From an optimization exercise on the open Yosys and OpenROAD flow, aimed at small area, a short achievable clock period and few clock cycles per item; shortcuts taken in it are not production practice. Only simulation tests tie the RTL to the original design; equivalence was not proved.

## build 71
Design bubbleSort, start of the top module:
module bubbleSort #(
    parameter SIZE_DATA = 16,
    parameter NUM_VALS  = 8
)(
    input  logic                         i_clk,
    input  logic                         i_rst_n,
    input  logic                         i_start,
    input  logic [NUM_VALS-1:0][SIZE_DATA-1:0]    i_data,
    output logic [NUM_VALS-1:0][SIZE_DATA-1:0]    o_data,
    output logic                         o_done
);
    logic [2:0] valid;
    always_ff @(posedge i_clk or negedge i_rst_n) begin
        if (!i_rst_n)
            valid <= '0;
        else
            valid <= {valid[1:0], i_start};
    end
    assign o_done = valid[2];
    logic s1_02, sn1_02;
    bs_cmp_00 c1_02 (.a(i_data[0]), .b(i_data[2]), .s(s1_02), .sn(sn1_02));
    logic s1_13, sn1_13;
    bs_cmp_00 c1_13 (.a(i_data[1]), .b(i_data[3]), .s(s1_13), .sn(sn1_13));
    logic s1_46, sn1_46;
    bs_cmp_00 c1_46 (.a(i_data[4]), .b(i_data[6]), .s(s1_46), .sn(sn1_46));
    logic s1_57, sn1_57;
    bs_cmp_00 c1_57 (.a(i_data[5]), .b(i_data[7]), .s(s1_57), .sn(sn1_57));
    logic [SIZE_DATA-1:0] k1_0, k1_2;
  ...
Size: ~2400 cells after synthesis, about 17000 sq um of cells after synthesis.
clock: 15.0 ns
lec_check: 0
abc_area: 1
cap_margin: 50
core_margin: 2
core_utilization: 40
slew_margin: 50
standard.sh (not shown) runs the stock make flow with config.mk's settings and CLKGATE_MAP_FILE= SYNTH_SCRIPT=/design/flow/synth_recipe.tcl, a recipe that flattens the netlist after the stock synthesis.
==> flow/flow/run.sh <==
#!/bin/bash
# Layout flow: the standard ORFS flow (standard.sh) with these changes:
#  - synthesis: if flow/cells_map.v exists, the design's gate-level leaf
#    modules (bs_*) are mapped onto the sky130hd cells of the same function
#    before the rest of synth_recipe.tcl runs; the remaining logic is mapped
#    with flow/abc.script instead of ORFS's abc_area.script. The register
#    mapping is unchanged.
#  - the make variables in flow/make_vars.txt (one VAR=value per line) are
#    added to the make command line, e.g. a larger SETUP_SLACK_MARGIN so
#    repair_timing sizes and buffers the critical paths.
# Each tool's log stays in orfs/logs/; the make output goes to standard_custom.log.
set -euo pipefail
HERE=$(pwd)
cp "$FLOW_HOME/scripts/synth.tcl" synth_abc.tcl
sed -i "s|^source \$::env(SCRIPTS_DIR)/synth_preamble.tcl|&\nset abc_args [lreplace \$abc_args 1 1 $HERE/flow/abc.script]|" synth_abc.tcl
if [[ -f flow/cells_map.v ]]; then
  sed -i "0,/^hierarchy -check -top \$::env(DESIGN_NAME)/s||&\ntechmap -map $HERE/flow/cells_map.v|" synth_abc.tcl
fi
sed "s|\$::env(SCRIPTS_DIR)/synth.tcl|$HERE/synth_abc.tcl|" synth_recipe.tcl > synth_recipe_abc.tcl
EXTRA=""
while IFS= read -r line; do
  [[ -z "$line" || "$line" == \#* ]] && continue
  EXTRA="$EXTRA '$line'"
done < flow/make_vars.txt
sed -e "s|SYNTH_SCRIPT=[^ ]*|SYNTH_SCRIPT=$HERE/synth_recipe_abc.tcl|" \
    -e "s|\"\${@:-finish}\"|$EXTRA &|" standard.sh > standard_custom.sh
bash standard_custom.sh "$@" > standard_custom.log 2>&1
==> flow/flow/cells_map.v <==
// Maps the design's gate-level leaf modules (bs_*) onto the sky130hd cells
// of the same function, drive strength 1.

module bs_inv (A, Y);
    input A;
    output Y;
    sky130_fd_sc_hd__inv_1 _TECHMAP_REPLACE_ (.A(A), .Y(Y));
endmodule

module bs_nand2 (A, B, Y);
    input A, B;
    output Y;
    sky130_fd_sc_hd__nand2_1 _TECHMAP_REPLACE_ (.A(A), .B(B), .Y(Y));
endmodule

module bs_nor2 (A, B, Y);
    input A, B;
    output Y;
    sky130_fd_sc_hd__nor2_1 _TECHMAP_REPLACE_ (.A(A), .B(B), .Y(Y));
endmodule

module bs_nand2b (A_N, B, Y);
    input A_N, B;
    output Y;
    sky130_fd_sc_hd__nand2b_1 _TECHMAP_REPLACE_ (.A_N(A_N), .B(B), .Y(Y));
endmodule

module bs_nor2b (A, B_N, Y);
    input A, B_N;
    output Y;
    sky130_fd_sc_hd__nor2b_1 _TECHMAP_REPLACE_ (.A(A), .B_N(B_N), .Y(Y));
endmodule

module bs_a21oi (A1, A2, B1, Y);
    input A1, A2, B1;
    output Y;
    sky130_fd_sc_hd__a21oi_1 _TECHMAP_REPLACE_ (.A1(A1), .A2(A2), .B1(B1), .Y(Y));
endmodule

module bs_o21ai (A1, A2, B1, Y);
    input A1, A2, B1;
    output Y;
    sky130_fd_sc_hd__o21ai_1 _TECHMAP_REPLACE_ (.A1(A1), .A2(A2), .B1(B1), .Y(Y));
endmodule

module bs_a21o (A1, A2, B1, X);
    input A1, A2, B1;
    output X;
    sky130_fd_sc_hd__a21o_1 _TECHMAP_REPLACE_ (.A1(A1), .A2(A2), .B1(B1), .X(X));
endmodule

module bs_o21a (A1, A2, B1, X);
    input A1, A2, B1;
    output X;
    sky130_fd_sc_hd__o21a_1 _TECHMAP_REPLACE_ (.A1(A1), .A2(A2), .B1(B1), .X(X));
endmodule

module bs_o22ai (A1, A2, B1, B2, Y);
    input A1, A2, B1, B2;
    output Y;
    sky130_fd_sc_hd__o22ai_1 _TECHMAP_REPLACE_ (.A1(A1), .A2(A2), .B1(B1), .B2(B2), .Y(Y));
endmodule

module bs_a22o (A1, A2, B1, B2, X);
    input A1, A2, B1, B2;
    output X;
    sky130_fd_sc_hd__a22o_1 _TECHMAP_REPLACE_ (.A1(A1), .A2(A2), .B1(B1), .B2(B2), .X(X));
endmodule

module bs_o2bb2ai (A1_N, A2_N, B1, B2, Y);
    input A1_N, A2_N, B1, B2;
    output Y;
    sky130_fd_sc_hd__o2bb2ai_1 _TECHMAP_REPLACE_ (.A1_N(A1_N), .A2_N(A2_N), .B1(B1), .B2(B2), .Y(Y));
endmodule
==> flow/flow/make_vars.txt <==
SETUP_SLACK_MARGIN=10.6
BUFFER_PORTS_ARGS=-buffer_cell sky130_fd_sc_hd__buf_2
CTS_ARGS=-sink_clustering_enable -repair_clock_nets -dont_use_dummy_load -buf_list {sky130_fd_sc_hd__clkbuf_8} -sink_clustering_size 20 -sink_clustering_max_diameter 60
Other scripts of this flow, unchanged in this note and not shown: flow/flow/abc.script
Build 71: done, clean on timing, DRC and antenna
Testbench counts of build 71, summed over its fixed seeds: cycles 2,072, sets 2,048.
## Diff of input files: build 52 against build 71
- putting PLACE_DENSITY at 0.72 where nothing was set
-- flow/flow/cells_map.v --
<<< build 71, line 73
    sky130_fd_sc_hd__o2bb2ai_1 _TECHMAP_REPLACE_ (.A1_N(A1_N), .A2_N(A2_N), .B1(B1), .B2(B2), .Y(Y));
endmodule
>>> build 52, line 73
    sky130_fd_sc_hd__o2bb2ai_1 _TECHMAP_REPLACE_ (.A1_N(A1_N), .A2_N(A2_N), .B1(B1), .B2(B2), .Y(Y));
endmodule
module bs_or2 (A, B, X);
    input A, B;
    output X;
    sky130_fd_sc_hd__or2_1 _TECHMAP_REPLACE_ (.A(A), .B(B), .X(X));
endmodule

module bs_a222oi (A1, A2, B1, B2, C1, C2, Y);
    input A1, A2, B1, B2, C1, C2;
    output Y;
    sky130_fd_sc_hd__a222oi_1 _TECHMAP_REPLACE_ (.A1(A1), .A2(A2), .B1(B1), .B2(B2), .C1(C1), .C2(C2), .Y(Y));
endmodule

module bs_nor3 (A, B, C, Y);
    input A, B, C;
    output Y;
    sky130_fd_sc_hd__nor3_1 _TECHMAP_REPLACE_ (.A(A), .B(B), .C(C), .Y(Y));
endmodule

module bs_nor4 (A, B, C, D, Y);
    input A, B, C, D;
    output Y;
    sky130_fd_sc_hd__nor4_1 _TECHMAP_REPLACE_ (.A(A), .B(B), .C(C), .D(D), .Y(Y));
endmodule
==> flow/flow/make_vars.txt <==
SETUP_SLACK_MARGIN=10.6
BUFFER_PORTS_ARGS=-buffer_cell sky130_fd_sc_hd__buf_1
CTS_ARGS=-sink_clustering_enable -repair_clock_nets -dont_use_dummy_load -buf_list {sky130_fd_sc_hd__clkbuf_8} -sink_clustering_size 20 -sink_clustering_max_diameter 60
Notes after the runs:
From build 52 to build 71, flip-flop and latch count after synthesis did not move at all. In the reports for build 52 and build 71, the smaller detailed-routing iteration count for the pre-antenna-repair pass belongs to build 71. Clock period minus final worst setup slack in build 52 is 0.038 ns below build 71. Build 52 has share of final-layout standard cells stronger than drive strength 1 below what build 71 had. Build 52 vs build 71: final critical-path setup slack up in build 52. Per the comparison of build 52 with build 71, cell count after placement neither gained nor lost much; core utilization fell by 0.91 points. From build 52 to build 71, area of the die did not move at all. The final reports for build 52 and build 71 show clock-cell share of area lower in the former.
Input-level comparison between build 22 and build 52:
- swapping 40 for 50 in CORE_UTILIZATION
- clearing PLACE_DENSITY, which used to be 0.72
-- flow/flow/cells_map.v --
<<< build 52, line 73
    sky130_fd_sc_hd__o2bb2ai_1 _TECHMAP_REPLACE_ (.A1_N(A1_N), .A2_N(A2_N), .B1(B1), .B2(B2), .Y(Y));
endmodule
module bs_or2 (A, B, X);
    input A, B;
    output X;
    sky130_fd_sc_hd__or2_1 _TECHMAP_REPLACE_ (.A(A), .B(B), .X(X));
endmodule

module bs_a222oi (A1, A2, B1, B2, C1, C2, Y);
    input A1, A2, B1, B2, C1, C2;
    output Y;
    sky130_fd_sc_hd__a222oi_1 _TECHMAP_REPLACE_ (.A1(A1), .A2(A2), .B1(B1), .B2(B2), .C1(C1), .C2(C2), .Y(Y));
endmodule

module bs_nor3 (A, B, C, Y);
    input A, B, C;
    output Y;
    sky130_fd_sc_hd__nor3_1 _TECHMAP_REPLACE_ (.A(A), .B(B), .C(C), .Y(Y));
endmodule

module bs_nor4 (A, B, C, D, Y);
    input A, B, C, D;
    output Y;
    sky130_fd_sc_hd__nor4_1 _TECHMAP_REPLACE_ (.A(A), .B(B), .C(C), .D(D), .Y(Y));
endmodule
>>> build 22, line 73
    sky130_fd_sc_hd__o2bb2ai_1 _TECHMAP_REPLACE_ (.A1_N(A1_N), .A2_N(A2_N), .B1(B1), .B2(B2), .Y(Y));
endmodule
### Flow results
[build 22 vs build 52] wire length reported by the detailed router: lower in build 22. On HPWL after detailed placement: between build 22 and build 52, it ends up higher for build 52. Build 22 vs build 52, area added between synthesis and finish went down by 0.88 points.

-- static timing again, ports no longer ideal --
In the flow no input, the clock included, has a driving cell. The finished layouts below were timed again as built, in two steps.
Step 1, drivers: a clkbuf_16 drives i_clk and a buf_2 each remaining input, both assumed.
Step 2 also shifts input and output timing later by t, the mid clock arrival at the registers, as if the neighbouring blocks saw the same clock.
Three values: ideal ports, drivers, drivers and shift; two values: the first two.
run	shift t [ns]	setup slack, ns	worst data-port slew with drivers (ns)	cell pins on the clock port's net
build 71	0.642	10.743 / 10.766 / 10.135	0.05	1
build 52	0.665	10.781 / 10.723 / 10.260	0.05	1
build 22	0.660	10.816 / 10.803 / 10.221	0.04	1
After both steps every run listed still meets setup and hold. For build 71, which loses most, drivers alone change the setup slack by +0.023 ns; drivers and shift together by -0.608 ns.
